This design comes from an exercise in tuning for small area, a short achievable clock period and few clock cycles on the open sky130 flow, not from production work.
In this exercise RTL edits were held to simulation tests only and were not proved equivalent to the original.

## HW3_FPMUL_SP
module HW3_FPMUL_SP(Clk, Rst, St, FPmplier, FPmcand, Done, Ovf, Unf, FPproduct);
For scale: roughly 17,000 um2 of cells after synthesis.
export LEC_CHECK = 0
export ABC_CLOCK_PERIOD_IN_PS = 300
export CAP_MARGIN = 20
export CORE_MARGIN = 2
export CORE_UTILIZATION = 40
export CTS_BUF_LIST = sky130_fd_sc_hd__clkbuf_4 sky130_fd_sc_hd__clkbuf_8
export SETUP_SLACK_MARGIN = 5
export SLEW_MARGIN = 20
create_clock -name core_clock -period 9.0 [get_ports {Clk}]
run.sh (not shown) runs the stock make flow with config.mk's settings and CLKGATE_MAP_FILE= SYNTH_SCRIPT=/design/flow/synth_recipe.tcl, a recipe that flattens the netlist after the stock synthesis.
Testbench counts at the start, summed over its fixed seeds: cycles 16,000.
Change:
==> flow/flow/run.sh (new file) <==
#!/bin/bash
# The standard layout, except that the port buffers are buf_2 cells rather than the
# default pick; every input and output port still gets its own buffer.
bash standard.sh "BUFFER_PORTS_ARGS=-buffer_cell sky130_fd_sc_hd__buf_2" finish > standard.log 2>&1
==> flow/standard.sh (new file) <==
#!/bin/bash
# synth_recipe.tcl (not shown) runs the flow's synth.tcl, then flattens the netlist and writes it again
# the make line also repeats each setting of config.mk as NAME=value (left out here)
make -C /OpenROAD-flow-scripts/flow DESIGN_CONFIG=/design/flow/config.mk WORK_HOME=/design/flow/orfs CLKGATE_MAP_FILE= SYNTH_SCRIPT=/design/flow/synth_recipe.tcl "${@:-finish}"
Settings changed: ABC_CLOCK_PERIOD_IN_PS 300 to default, CORE_UTILIZATION 40 to 60.
removed: flow/run.sh
=> Flip-flop and latch count does not change. Register-to-register slack is worse by 90 ps. Routed wire length drops by a few percent. Count of clock-buffer cells in the layout drops by 2. Via count rose slightly. Final area goes down by a few percent. Worst setup slack got worse by 85 ps. Global-route usage rose by 11 points. Clock skew falls by 13 ps. Critical path depth stays the same.
Change:
Settings changed: CORE_UTILIZATION 60 to 40.
The changed run passed the timing, design-rule and antenna checks.
Final area goes up by 0.91%.
Area after synthesis stays the same.
Synthesized cell count stays the same.
Via count goes down by 1.0%.
Routed wire length goes up by 3.8%.
Core utilization goes down by 22 points.
Setup slack gains 68 ps.
Global-route usage goes down by 12 points.
Critical path depth goes down by 3.
Hold slack gains 36 ps.
Change:
Settings changed: SETUP_SLACK_MARGIN 5 to default.
Result: The new run produced a clean layout; die area does not change; final cell count falls by 1.5%; first-iteration DRC count rises by 0.34%; design area falls by 7.1%; via count falls by 2.1%; sequential share of layout area rises by 0.74 points; routed wire length falls by 3.1%; non-clock buffer count falls by 37; synthesized area stays the same.

---

HW3_FPMUL_SP again, from the RTL that the note above started with.
==> flow/config.mk <==
export PLATFORM = sky130hd
export DESIGN_NAME = HW3_FPMUL_SP
export DESIGN_NICKNAME = HW3_FPMUL_SP
export VERILOG_FILES = /design/flow/design.v
export SDC_FILE = /design/flow/constraint.sdc
export NUM_CORES = 4
export LEC_CHECK = 0
export ABC_CLOCK_PERIOD_IN_PS = 1200
export CAP_MARGIN = 20
export CORE_MARGIN = 2
export CORE_UTILIZATION = 40
export CTS_BUF_LIST = sky130_fd_sc_hd__clkbuf_4 sky130_fd_sc_hd__clkbuf_8
export SETUP_SLACK_MARGIN = 5
export SLEW_MARGIN = 20
==> flow/constraint.sdc <==
create_clock -name core_clock -period 9.0 [get_ports {Clk}]
set_input_delay 1.8000 -clock core_clock [delete_from_list [all_inputs] [get_ports {Clk}]]
set_output_delay 1.8000 -clock core_clock [all_outputs]
set_load 0.01 [all_outputs]
Stock flow here: none of the scripts above is used.
Testbench counts at the start, summed over its fixed seeds: cycles 16,000.
==> next run, changes <==
Settings changed: ABC_CLOCK_PERIOD_IN_PS 1200 to 600.
=>
- register-to-register slack barely changes
- synthesized cell count stays the same
- cell area does not change
- final cell count stays the same
- global-route usage does not change
- wire length is unchanged
==> next run, changes <==
Settings changed: ABC_CLOCK_PERIOD_IN_PS 600 to 3500, CTS_BUF_LIST sky130_fd_sc_hd__clkbuf_4 sky130_fd_sc_hd__clkbuf_8 to default.
What happened:
- The changed run completed with no timing, DRC or antenna violations
- cell count stays flat
- synthesized cell count is unchanged
- hold slack degrades by 9.2 ps
- via count climbs by 0.32%
- critical path depth drops by 1
- routed wire length grows by 0.91%
- sequential share of layout area is lower by 0.14 points
==> next run, changes <==
Settings changed: CTS_BUF_LIST from default to sky130_fd_sc_hd__clkbuf_4 sky130_fd_sc_hd__clkbuf_8.
Result:
- maximum frequency increases by 0.81%
- worst hold slack improves by 9.2 ps
- non-clock buffer count decreases by 2
- utilization decreases by 0.49 points
- setup slack improves by 43 ps
- synthesized area is unchanged
- global-route usage stays flat

==> re-timing with driven ports <==
How much do the figures lean on ideal ports? The routed layouts below were timed once more, with nothing changed but the port constraints.
Step 1 (the two cells are an assumption about what drives the block):
set clk [get_ports {Clk}]
set_driving_cell -lib_cell sky130_fd_sc_hd__clkbuf_16 $clk
set_driving_cell -lib_cell sky130_fd_sc_hd__buf_2 [delete_from_list [all_inputs] $clk]
Step 2 times the ports against the registers' clock, not the clock port: input delays grow and output delays shrink by t, the midpoint of the rising clock arrivals with the driver on.
a / b / c = ideal ports / drivers / drivers and shift; a / b = the first two.
| run | shift t [ns] | slack for setup (ns) | latest minus earliest clock arrival (ns) |
|---|---|---|---|
| the first run of note 1 | 0.538 | 3.616 / 3.616 / 3.616 | 0.030 / 0.029 |
| the second run of note 1 | 0.504 | 3.531 / 3.531 / 3.531 | 0.017 / 0.017 |
| the third run of note 1 | 0.534 | 3.599 / 3.599 / 3.599 | 0.037 / 0.037 |
| the fourth run of note 1 | 0.566 | 2.351 / 2.351 / 2.351 | 0.041 / 0.040 |
| the first run of note 2 | 0.538 | 3.616 / 3.616 / 3.616 | 0.030 / 0.029 |
| the second run of note 2 | 0.538 | 3.616 / 3.616 / 3.616 | 0.030 / 0.029 |
| the third run of note 2 | 0.508 | 3.573 / 3.573 / 3.573 | 0.022 / 0.023 |
| the fourth run of note 2 | 0.538 | 3.616 / 3.616 / 3.616 | 0.030 / 0.029 |
After both steps setup and hold are still met in every run listed.
